Context: an optimization exercise on an open-source flow, tuned for small area. The choices shown serve that exercise and are no tape-out recipe.
Function was checked by simulation only, so behaviour that the tests miss may differ from the original.
No activity file was given, so power comes from the tool's default toggle rates.

==> flow/design.v, too long to show whole: its modules and the start of the top module <==
// module CompUnit: 968 lines
// module FullAdd: 10 lines
// module SelN: 11 lines
// module AccSelN: 9 lines
// module InstrDec: 18 lines
// module AndNN3: 8 lines
// module And3: 8 lines
// module Nand3: 8 lines
// module HalfAdd: 9 lines
// module XnorN: 7 lines
// module XorN: 7 lines
// module OrN: 7 lines
module CompUnit #(
    parameter value_width = 16
) (
    input wire clk,
    input wire [2:0] instr,
    input wire [value_width-1:0] A1,
    input wire [value_width-1:0] A2,
    input wire [value_width-1:0] W1,
    input wire [value_width-1:0] W2,
    output reg [value_width-1:0] out1
);
  // ...
==> flow/flow/run.sh <==
#!/bin/bash
# The standard layout (standard.sh), with two changes:
#  - ABC sees a light load on each output of a module, so it keeps the
#    smallest drive strength instead of upsizing every module output;
#  - the port buffers are the smallest buffer cell.
# Each step's full output goes to its own log in this folder.
set -euo pipefail
export BUFFER_PORTS_ARGS="-buffer_cell sky130_fd_sc_hd__buf_1"
bash standard.sh ABC_LOAD_IN_FF=0.005 synth > synth.log 2>&1
bash standard.sh ABC_LOAD_IN_FF=0.005 finish > finish.log 2>&1
==> flow/standard.sh <==
#!/bin/bash
# synth_recipe.tcl (not shown) runs the flow's synth.tcl, then flattens the netlist and writes it again
# the make line also repeats each setting of config.mk as NAME=value (left out here)
make -C /OpenROAD-flow-scripts/flow DESIGN_CONFIG=/design/flow/config.mk WORK_HOME=/design/flow/orfs CLKGATE_MAP_FILE= SYNTH_SCRIPT=/design/flow/synth_recipe.tcl "${@:-finish}"
==> flow/config.mk <==
export PLATFORM = sky130hd
export DESIGN_NAME = CompUnit
export DESIGN_NICKNAME = CompUnit
export VERILOG_FILES = /design/flow/design.v
export SDC_FILE = /design/flow/constraint.sdc
export NUM_CORES = 4
export LEC_CHECK = 0
export ABC_CLOCK_PERIOD_IN_PS = 10000
export CAP_MARGIN = 0
export CORE_MARGIN = 2
export CORE_UTILIZATION = 40
export CTS_BUF_LIST = sky130_fd_sc_hd__clkbuf_4
export CTS_CLUSTER_SIZE = 20
export GPL_TIMING_DRIVEN = 0
export PLACE_DENSITY = 0.5
export SLEW_MARGIN = 0
export SYNTH_HIERARCHICAL = 1
==> flow/constraint.sdc <==
create_clock -name core_clock -period 10.0 [get_ports {clk}]
set_input_delay 2.0000 -clock core_clock [delete_from_list [all_inputs] [get_ports {clk}]]
set_output_delay 2.0000 -clock core_clock [all_outputs]
set_load 0.01 [all_outputs]
==> impl_metrics.env, run 1 <==
export IMPL_crit_buf_inv=1
export IMPL_clk_latency_ns=0.29
export IMPL_post_route_util_pct=46.14
export IMPL_postCtsHoldBufs=0
export IMPL_outcome="timing/DRC/antenna clean"
export IMPL_nWellTaps=176
export IMPL_crit_fanout=17
export IMPL_min_from="out1[0]"
export IMPL_busiest_layer="met2"
export IMPL_multi_input_area_share_pct=83.56
export IMPL_drive_gt1_share_pct=4.520
export IMPL_vias=5124
export IMPL_intPower_uw=612.3
export IMPL_synthToLayoutAreaGrowth_pct=12.45
export IMPL_clk_pin_slew_ns=0.10
export IMPL_cpLargestDelayFamily="adder cells"
export IMPL_async_reset_ff_share_pct=0
export IMPL_met2WireLength_mm=9.378
export IMPL_grt_met2_usage_pct=44.28
export IMPL_critPathSlowestCell="a21o_1"
export IMPL_synthAdderAreaFrac_pct=51.47
export IMPL_nNonClkBuffers=89
export IMPL_antenna_cells=0
export IMPL_min_path_type="flip-flop to flip-flop"
export IMPL_crit_arrival_ns=9.83
export IMPL_worstMarginPinSlew_ns=1.235
export IMPL_wl_met3_mm=2.190
export IMPL_inv_count=17
export IMPL_yosys_most_used_dff="dfxtp_1"
export IMPL_seq_power_share_pct=11.0
export IMPL_synth_warnings=7
export IMPL_worstReg2RegEnd="out1[15]"
export IMPL_synth_area_leaders="fa_1 51%, a222oi_1 23%, xor2_1 5.9%"
export IMPL_synth_top_family_by_area="adder cells"
export IMPL_drtIter0Drc=1120
export IMPL_fin_skew_ns=0.006524
export IMPL_wl_per_cell_um=28.15
export IMPL_largest_register_ffs=16
export IMPL_initial_core_util_pct=41.03
export IMPL_remaining_drc_errors=0
==> inputs of run 2 (changes only) <==
--- a/flow/design.v
+++ b/flow/design.v
@@ -583,3 +583,3 @@
 assign za0_34 = (en1 & A1[0]) | one;
-AndNN3 uqa0_32 (.a_n(en1_n), .b_n(A1[0]), .c(A1[1]), .y(qa0_32));
+AndB3 uqa0_32 (.a(en1), .b(A1[1]), .c_n(A1[0]), .y(qa0_32));
 And3 ura0_33 (.a(en1), .b(A1[1]), .c(A1[0]), .y(ra0_33));
@@ -601,4 +601,4 @@
 SelN una0_15_50 (.s1(pa0_31), .a(W1[15]), .s2(qa0_32), .b(W1[14]), .s3(ra0_33), .c(t29), .y(na0_15_50));
-AndNN3 upa1_51 (.a_n(en1_n), .b_n(A1[3]), .c(A1[2]), .y(pa1_51));
-AndNN3 uqa1_52 (.a_n(en1_n), .b_n(A1[2]), .c(A1[3]), .y(qa1_52));
+AndB3 upa1_51 (.a(en1), .b(A1[2]), .c_n(A1[3]), .y(pa1_51));
+AndB3 uqa1_52 (.a(en1), .b(A1[3]), .c_n(A1[2]), .y(qa1_52));
 And3 ura1_53 (.a(en1), .b(A1[3]), .c(A1[2]), .y(ra1_53));
@@ -694,3 +694,3 @@
 assign zb0_165 = (en2 & A2[0]) | one;
-AndNN3 uqb0_163 (.a_n(en2_n), .b_n(A2[0]), .c(A2[1]), .y(qb0_163));
+AndB3 uqb0_163 (.a(en2), .b(A2[1]), .c_n(A2[0]), .y(qb0_163));
 And3 urb0_164 (.a(en2), .b(A2[1]), .c(A2[0]), .y(rb0_164));
@@ -712,4 +712,4 @@
 SelN unb0_15_181 (.s1(pb0_162), .a(W2[15]), .s2(qb0_163), .b(W2[14]), .s3(rb0_164), .c(t160), .y(nb0_15_181));
-AndNN3 upb1_182 (.a_n(en2_n), .b_n(A2[3]), .c(A2[2]), .y(pb1_182));
-AndNN3 uqb1_183 (.a_n(en2_n), .b_n(A2[2]), .c(A2[3]), .y(qb1_183));
+AndB3 upb1_182 (.a(en2), .b(A2[2]), .c_n(A2[3]), .y(pb1_182));
+AndB3 uqb1_183 (.a(en2), .b(A2[3]), .c_n(A2[2]), .y(qb1_183));
 And3 urb1_184 (.a(en2), .b(A2[3]), .c(A2[2]), .y(rb1_184));
@@ -1024,2 +1024,10 @@
 endmodule
+module AndB3 (
+    input wire a,
+    input wire b,
+    input wire c_n,
+    output wire y
+);
+assign y = a & b & ~c_n;
+endmodule
 module And3 (
==> run 2 against run 1 <==
Effect of this change:
- wire length down 0.82%
- count of clock-buffer cells in the layout unchanged
- fmax down 1.5%
- critical path type unchanged
- largest power group unchanged
==> impl_metrics.env, run 2 <==
export IMPL_outcome="timing/DRC/antenna clean"
export IMPL_routed_wl_mm=19.74
export IMPL_synth_area_per_cell_um2=12.47
export IMPL_dpl_cell_area_mm2=0.006020
export IMPL_fin_cells=701
export IMPL_worstMarginPinSlew_ns=1.386
export IMPL_regMostFlops="out1"
export IMPL_die_area_mm2=0.01461
export IMPL_cts_buffers=3
export IMPL_p_sw_share_pct=55.76
export IMPL_setup_viol=0
export IMPL_vias=5077
export IMPL_p_total_mw=1.375
export IMPL_largest_register_ffs=16
export IMPL_crit_buf_inv=1
export IMPL_gp_congestion=0.8589
export IMPL_antenna_cells=0
export IMPL_rows=42
export IMPL_cp_start_kind="input port"
export IMPL_vias_per_cell=7.243
export IMPL_core_area_mm2=0.01330
export IMPL_nNetsFinal=735
export IMPL_final_common_cell="fa_1"
export IMPL_busiest_layer="met2"
export IMPL_fin_skew_ns=0.005311
export IMPL_io_buffers=83
export IMPL_max_slew_margin_pct=7.426
export IMPL_initial_core_util_pct=41.09
export IMPL_syn_cell_area_mm2=0.005463
export IMPL_final_cell_mix="139 x fa_1, 126 x a222oi_1, 79 x buf_1, 37 x xor2_1, 19 x nand3_1"
export IMPL_critPathSlowestCell="and3_1"
export IMPL_wl_per_cell_um=28.16
export IMPL_met3_usage_pct=3.430
export IMPL_final_area_mm2=0.006052
export IMPL_clk_latency_ns=0.29
export IMPL_powerDensity_mw_per_mm2=227.1
export IMPL_remaining_drc_errors=0
export IMPL_cp_slowest_stage_delay_ns=0.69
export IMPL_drive_gt1_share_pct=2.857
export IMPL_synth_area_leaders="fa_1 51%, a222oi_1 23%, xor2_1 5.9%"
export IMPL_clk_pin_slew_ns=0.09
export IMPL_grt_setup_unrepaired="no"
export IMPL_max_freq_mhz=102.1
export IMPL_synthTopCellsByCount="139 x fa_1, 126 x a222oi_1, 37 x xor2_1"
export IMPL_synth_top_cell_area_share_pct=50.94
export IMPL_synth_area_leader_cell="fa_1"
export IMPL_grt_total_usage_pct=27.40
export IMPL_synth_enable_flop_cells=0
export IMPL_seq_area_frac_synth_pct=5.863
export IMPL_min_period_ns=9.798
export IMPL_cts_tree="yes"
export IMPL_p_leak_nw=1.559
export IMPL_cts_path_max_buffers=2
export IMPL_grt_met2_usage_pct=43.33
export IMPL_power_net_switching_uw=766.6
export IMPL_pin_count=84
export IMPL_yosys_cell_types_count=19
export IMPL_crit_fanout=20
export IMPL_yosys_most_used_dff="dfxtp_1"
export IMPL_worstPathRequired_ns=10.18
export IMPL_grt_start_max_net_pins=21
export IMPL_postCtsHoldBufs=0
export IMPL_clock_sinks=16
export IMPL_min_path_type="flip-flop to flip-flop"
export IMPL_maxSlewViolCount=0
export IMPL_seq_power_share_pct=10.4
export IMPL_grt_pass1_vias=5052
export IMPL_largest_registers="out1: 16 flops"
export IMPL_cp_common_cell="fa_1"
export IMPL_drt_first_pass_iters=13
export IMPL_dp_final_hpwl_mm=15.05
export IMPL_antenna_found_initial=0
export IMPL_numPlacedInstances=697
export IMPL_hold_viol_final=0
export IMPL_synth_warnings=7
export IMPL_p_clk_share_pct=2.5
export IMPL_fp_dieW_um=120.9
export IMPL_fin_crit_sh_pct=97.98
export IMPL_cap_violations=0
export IMPL_async_reset_ff_share_pct=0
export IMPL_drtIter0Drc=1088
export IMPL_post_route_util_pct=45.52
export IMPL_path_cells="buf_1, and3_2, and3_1, a222oi_1, or2_0, fa_1, fa_1, fa_1, fa_1, fa_1, fa_1, fa_1, fa_1, fa_1, fa_1, fa_1, fa_1, fa_1, fa_1, xor2_1"
export IMPL_grt_pass1_wl_mm=30.41
export IMPL_synthMostInstantiatedCell="fa_1"
export IMPL_htreeDepth=1
export IMPL_intPower_uw=608.1
export IMPL_fill_cells=1293
export IMPL_grt_util_met1_pct=39.98
export IMPL_p_comb_share_pct=87.1
export IMPL_whs_ns=0.6647
export IMPL_ant_nets=0
export IMPL_synthToLayoutAreaGrowth_pct=10.79
export IMPL_ys_seq_elements=16
export IMPL_cpLargestDelayFamily="adder cells"
export IMPL_clockRootBuffer="clkbuf_4"
export IMPL_critical_path_endpoint_type="flip-flop"
export IMPL_grt_overflow_total=0
export IMPL_netlist_instances=438
export IMPL_synth_nets=647
export IMPL_criticalPathCategory="input port to flip-flop"
export IMPL_chipHeight_um=120.9
export IMPL_peakVddDrop_mv=0.1711
export IMPL_crit_arrival_ns=9.98
## run 2: cell types whose count changed after synthesis
cell     change
nor3b_1      -6
and3b_1      +6
## run 2: cells by family (layout without fill, tap and decap cells)
kind of cell    Yosys count  count (layout)  share of synthesized area [%]
xor+xnor                 44              44                          7.055
flops                    16              16                          5.864
simple gates             75              75                          8.910
buf+inv                  17             104                          1.168
compound gates          145             145                          25.61
fa+ha+maj               141             141                          51.40
## run 2: Yosys stat by module (local to each module, per instance), excerpt
| module | area (um^2) | flops+latches | copies in the design | cells |
|---|---|---|---|---|
| AndNN3 | 7.507 | 0 | 20 | 1 |
| InstrDec | 46.29 | 0 | 1 | 7 |
| XnorN | 8.758 | 0 | 7 | 1 |
| Nand3 | 5.005 | 0 | 18 | 1 |
| SelN | 10.01 | 0 | 126 | 1 |
| And3 | 6.256 | 0 | 14 | 1 |
| OrN | 6.256 | 0 | 7 | 1 |
| CompUnit | 425.4 | 16 | 1 | 40 |
| HalfAdd | 12.51 | 0 | 2 | 1 |
## run 2: repair_timing
| action | CTS | global route |
|---|---|---|
| hold endpoints to repair | 0 | 0 |
| endpoints found under the setup margin | 0 | 2 |
| buffers inserted | 0 | 0 |
| gates resized for setup | 0 | 9 |
## run 2: per-stage QoR
stage,setup TNS (ns),worst slack [ns]
2_1_floorplan,0,0.9224
3_3_place_gp,-0.3011,-0.1963
3_5_place_dp,-0.1663,-0.1262
4_1_cts,0,0.1550
5_1_grt,0,0.02306
6_report,0,0.2022
## run 2: final cells by class
cell class / count / area [um^2] / share of cell area, %
Multi-Input combinational cell: 405 / 5105 / 84.35
Sequential cell: 16 / 320.3 / 5.293
Timing Repair Buffer: 83 / 316.6 / 5.231
Tap cell: 176 / 220.2 / 3.639
Inverter: 17 / 63.81 / 1.054
Clock buffer: 3 / 22.52 / 0.3721
Clock inverter: 1 / 3.754 / 0.06202
## run 2: worst paths after layout
| path | start | to | slack (ns) | cells after the start |
|---|---|---|---|---|
| worst max-delay path | instr[1] | out1[15] | 0.20 | 20 |
| worst min-delay path | out1[0] | out1[0] | 0.66 | 3 |
| worst max register to register | out1[0] | out1[15] | 3.07 | 17 |
| worst min register to register | out1[0] | out1[0] | 0.66 | 3 |
## run 2: per-layer routing
layer / wire length [um] / vias to the layer above
met5: 0 / -
met4: 384 / 0
met3: 2017 / 24
met2: 9307 / 347
met1: 8030 / 2618
li1: - / 2088
## run 2: power groups by stage
stage | combinational (mW) | clock, mW | sequential (mW)
floorplan | 0.756 | 0 | 0.156
global placement | 1.19 | 0 | 0.143
detailed placement | 1.19 | 0 | 0.144
CTS | 1.20 | 0.0353 | 0.142
global route | 1.32 | 0.0379 | 0.147
finish | 1.20 | 0.0348 | 0.143
## run 2: tightest hold or removal path, delay by kind of cell, from the launching register on
family | cells | cell delay (ns)
DFF | 1 | 0.34
buffers and inverters | 1 | 0.03
adders and majority gates | 1 | 0.16
and+or+nand+nor | 1 | 0.09

[static timing again, ports no longer ideal]
The results above use ideal ports. As a check the final layouts listed here were re-extracted and re-timed, cells and wires unchanged.
Step 1 assumes that a clkbuf_16 drives the clock port and a buf_2 every other input.
Step 2 also shifts input and output timing later by t, the mid clock arrival at the registers, as if the neighbouring blocks saw the same clock.
Slacks: no drivers / after step 1 / after step 2; pairs: no drivers / after step 1.
| run | t (ns) | setup WS [ns] | worst hold slack (ns) | worst setup path after step 2 | worst data-port slew with drivers (ns) |
|---|---|---|---|---|---|
| run 1 | 0.307 | 0.351 / 0.349 / 0.042 | 0.653 / 0.653 / 0.653 | input to register | 0.05 |
| run 2 | 0.310 | 0.202 / 0.203 / -0.107 | 0.665 / 0.665 / 0.665 | input to register | 0.04 |
With both steps, setup timing fails in run 2, where it was met with ideal ports.
